Source: an optimization exercise on an open RTL-to-GDS flow (aim: small area, a short achievable clock period and few clock cycles per item). Production flows keep margins and buffers that such runs may drop.
At most, simulation tests tie the RTL to the original design; equivalence was not proved.

lane 1:
==> flow/design.v <==
`timescale 1ns / 1ps
module sbox(x0,x1,x2,x3,y0,y1,y2,y3);
	input x0,x1,x2,x3;
	output y0,y1,y2,y3;
	wire t2 = (x1 & x3) ^ x2;
	wire t3 = (x0 & t2) ^ x3;
	assign y0 = ~((x0 & t3) ^ x1);
	assign y1 = (y0 & t2) ^ x0;
	assign y2 = t2;
	assign y3 = t3;
endmodule
`timescale 1ns / 1ps
module m(input [0:15] b, output [0:15] c);
	assign c[0]  = b[0]^b[3]^b[7]^b[8]^b[12]^b[15];
	assign c[1]  = b[0]^b[1]^b[4]^b[9]^b[12]^b[13];
	assign c[2]  = b[1]^b[2]^b[5]^b[10]^b[13]^b[14];
	assign c[3]  = b[2]^b[6]^b[7]^b[11]^b[14];
	assign c[4]  = b[0]^b[1]^b[5]^b[11]^b[15];
	assign c[5]  = b[1]^b[2]^b[6]^b[8]^b[12];
	assign c[6]  = b[0]^b[2]^b[3]^b[4]^b[7]^b[9]^b[13];
	assign c[7]  = b[0]^b[3]^b[4]^b[10]^b[11]^b[14]^b[15];
	assign c[8]  = b[1]^b[4]^b[5]^b[8]^b[11]^b[15];
	assign c[9]  = b[2]^b[5]^b[6]^b[8]^b[9]^b[12];
	assign c[10] = b[0]^b[3]^b[4]^b[6]^b[7]^b[9]^b[10]^b[13];
	assign c[11] = b[0]^b[4]^b[7]^b[10]^b[14]^b[15];
	assign c[12] = b[3]^b[7]^b[8]^b[11]^b[12];
	assign c[13] = b[0]^b[4]^b[8]^b[9]^b[13];
	assign c[14] = b[1]^b[5]^b[9]^b[10]^b[14];
	assign c[15] = b[2]^b[3]^b[6]^b[7]^b[10]^b[15];
endmodule
`timescale 1ns / 1ps
module future_enc(
	input clk,
	input rst,
	input start,
	input [0:63] pt,
	input [0:63] key0,
	input [0:63] key1,
	input [0:63] rc,
	output [0:63] ct,
	output busy,
	output done
	);
	reg busy_r, done_r;
	reg [3:0] cnt;
	reg ksel, rcon;    
	reg [0:63] X, K0, K1, R;
	wire load = start & ~busy_r;
	wire last = (cnt == 4'd9);
	function [0:63] srow(input [0:63] x);
		srow = {x[0:3],   x[52:55], x[40:43], x[28:31],
		        x[16:19], x[4:7],   x[56:59], x[44:47],
		        x[32:35], x[20:23], x[8:11],  x[60:63],
		        x[48:51], x[36:39], x[24:27], x[12:15]};
	endfunction
	wire [0:63] sx, mx;
	genvar i;
	generate
		for (i = 0; i < 16; i = i + 1) begin : g_sb
			sbox sb(.x0(X[4*i]),.x1(X[4*i+1]),.x2(X[4*i+2]),.x3(X[4*i+3]),
				.y0(sx[4*i]),.y1(sx[4*i+1]),.y2(sx[4*i+2]),.y3(sx[4*i+3]));
		end
		for (i = 0; i < 4; i = i + 1) begin : g_m
			m mc(.b(sx[16*i +: 16]), .c(mx[16*i +: 16]));
		end
	endgenerate
	wire [0:63] k0r = {K0[0:15], K0[21:63], K0[0:4]};
	wire [0:63] kn = ksel ? k0r : K1;
	wire [0:63] rkn = kn ^ (R & {64{rcon}});
	wire [0:63] nx = srow(mx) ^ rkn;
	assign ct = srow(sx);
	always @(posedge clk) begin
		if (rst) begin
			busy_r <= 1'b0;
			done_r <= 1'b0;
		end else if (load) begin
			busy_r <= 1'b1;
			done_r <= 1'b0;
		end else if (busy_r & last) begin
			busy_r <= 1'b0;
			done_r <= 1'b1;
		end
	end
	always @(posedge clk) begin
		if (busy_r) begin
			cnt <= cnt + 4'd1;
			ksel <= ~ksel;
			rcon <= (cnt != 4'd3) & (cnt != 4'd8);
			X <= nx;
			if (ksel) K0 <= {K0[5:63], K0[0:4]};
		end else begin
			cnt <= 4'd0;
			ksel <= 1'b0;
			rcon <= 1'b1;
			if (start) begin
				X <= pt ^ key0;
				K0 <= key0;
			end
			K1 <= key1;
			R <= rc;
		end
	end
	assign busy = busy_r;
	assign done = done_r;
endmodule
==> flow/config.mk <==
export PLATFORM = sky130hd
export DESIGN_NAME = future_enc
export DESIGN_NICKNAME = future_enc
export VERILOG_FILES = /design/flow/design.v
export SDC_FILE = /design/flow/constraint.sdc
export NUM_CORES = 4
export LEC_CHECK = 0
export CAP_MARGIN = 20
export CORE_MARGIN = 2
export CORE_UTILIZATION = 40
export SETUP_SLACK_MARGIN = 1.0
export SLEW_MARGIN = 20
==> flow/constraint.sdc <==
create_clock -name core_clock -period 4.0 [get_ports {clk}]
set_input_delay 0.8000 -clock core_clock [delete_from_list [all_inputs] [get_ports {clk}]]
set_output_delay 0.8000 -clock core_clock [all_outputs]
set_load 0.01 [all_outputs]
standard.sh (not shown) runs the stock make flow with config.mk's settings and CLKGATE_MAP_FILE= SYNTH_SCRIPT=/design/flow/synth_recipe.tcl, a recipe that flattens the netlist after the stock synthesis.
==> flow/flow/run.sh <==
#!/bin/bash
# Standard ORFS layout (the standard.sh, standard synthesis unchanged), with the
# port buffers that buffer_ports inserts made the smallest buffer instead of
# the default choice.
set -euo pipefail
bash standard.sh BUFFER_PORTS_ARGS="-buffer_cell sky130_fd_sc_hd__buf_1" finish > standard.log 2>&1
Lane 1 finished all stages; the layout is clean.
#### Input delta (lane 2 over lane 1)
--- a/flow/design.v
+++ b/flow/design.v
@@ -45,5 +45,5 @@
 	reg [3:0] cnt;
 	reg ksel, rcon;    
-	reg [0:63] X, K0, K1, R;
+	reg [0:63] Y, K0, K1, R;
 	wire load = start & ~busy_r;
 	wire last = (cnt == 4'd9);
@@ -54,20 +54,22 @@
 		        x[48:51], x[36:39], x[24:27], x[12:15]};
 	endfunction
-	wire [0:63] sx, mx;
-	genvar i;
-	generate
-		for (i = 0; i < 16; i = i + 1) begin : g_sb
-			sbox sb(.x0(X[4*i]),.x1(X[4*i+1]),.x2(X[4*i+2]),.x3(X[4*i+3]),
-				.y0(sx[4*i]),.y1(sx[4*i+1]),.y2(sx[4*i+2]),.y3(sx[4*i+3]));
-		end
-		for (i = 0; i < 4; i = i + 1) begin : g_m
-			m mc(.b(sx[16*i +: 16]), .c(mx[16*i +: 16]));
-		end
-	endgenerate
 	wire [0:63] k0r = {K0[0:15], K0[21:63], K0[0:4]};
 	wire [0:63] kn = ksel ? k0r : K1;
 	wire [0:63] rkn = kn ^ (R & {64{rcon}});
-	wire [0:63] nx = srow(mx) ^ rkn;
-	assign ct = srow(sx);
+	wire [0:63] mx, sin, sy;
+	genvar i;
+	generate
+		for (i = 0; i < 4; i = i + 1) begin : g_m
+			m mc(.b(Y[16*i +: 16]), .c(mx[16*i +: 16]));
+		end
+	endgenerate
+	assign sin = busy_r ? (srow(mx) ^ rkn) : (pt ^ key0);
+	generate
+		for (i = 0; i < 16; i = i + 1) begin : g_sb
+			sbox sb(.x0(sin[4*i]),.x1(sin[4*i+1]),.x2(sin[4*i+2]),.x3(sin[4*i+3]),
+				.y0(sy[4*i]),.y1(sy[4*i+1]),.y2(sy[4*i+2]),.y3(sy[4*i+3]));
+		end
+	endgenerate
+	assign ct = srow(Y);
 	always @(posedge clk) begin
 		if (rst) begin
@@ -83,9 +85,9 @@
 	end
 	always @(posedge clk) begin
+		if (busy_r | start) Y <= sy;
 		if (busy_r) begin
 			cnt <= cnt + 4'd1;
 			ksel <= ~ksel;
 			rcon <= (cnt != 4'd3) & (cnt != 4'd8);
-			X <= nx;
 			if (ksel) K0 <= {K0[5:63], K0[0:4]};
 		end else begin
@@ -93,8 +95,5 @@
 			ksel <= 1'b0;
 			rcon <= 1'b1;
-			if (start) begin
-				X <= pt ^ key0;
-				K0 <= key0;
-			end
+			if (start) K0 <= key0;
 			K1 <= key1;
 			R <= rc;
--- outcome ---
- For the detail-routed via count per cell, lane 2 came in about 1.8% higher than lane 1 did.
- Changes observed in lane 2 relative to lane 1: sequential share of the synthesized area has increased; count of non-filler cells in the finished layout moved down; peak fanout along the critical path dropped 6.
- Note that the number of nets in the finished design recorded for lane 2 amounts to 0.917 times the value seen in lane 1.
- Instance area after placement in lane 2 is 510 um^2 lower than in lane 1
- Between lane 1 and lane 2, the difference in number of hold-slack violations in the final timing report is negligible.
- Compared to lane 1, lane 2 has sum of routed wire length over all layers 3.0% lower.
- Re final critical delay including setup and external delays: lane 2 is 0.043 ns down on lane 1.
Testbench counts of lane 2, summed over its fixed seeds: cycles 1,408, items 128.
For lane 1, only the layout was checked, not whether the RTL still works.

-- separate check: timing with driven ports --
In the flow no input, the clock included, has a driving cell. The finished layouts below were timed again as built, in two steps.
Step 1 sets driving cells, clkbuf_16 on the clock port and buf_2 on the other inputs (assumed; they add their load-dependent delay and slew).
Step 2 times the ports against the registers' clock, not the clock port: input delays grow and output delays shrink by t, the midpoint of the rising clock arrivals with the driver on.
Slacks: ideal / step 1 / step 2; pairs: ideal / step 1.
run | t (ns) | setup WS [ns] | latest minus earliest clock arrival (ns)
lane 1 | 0.601 | 1.070 / 1.014 / 1.274 | 0.022 / 0.022
lane 2 | 0.623 | 1.113 / 1.113 / 1.113 | 0.011 / 0.011
After both steps setup and hold are still met in every run listed.
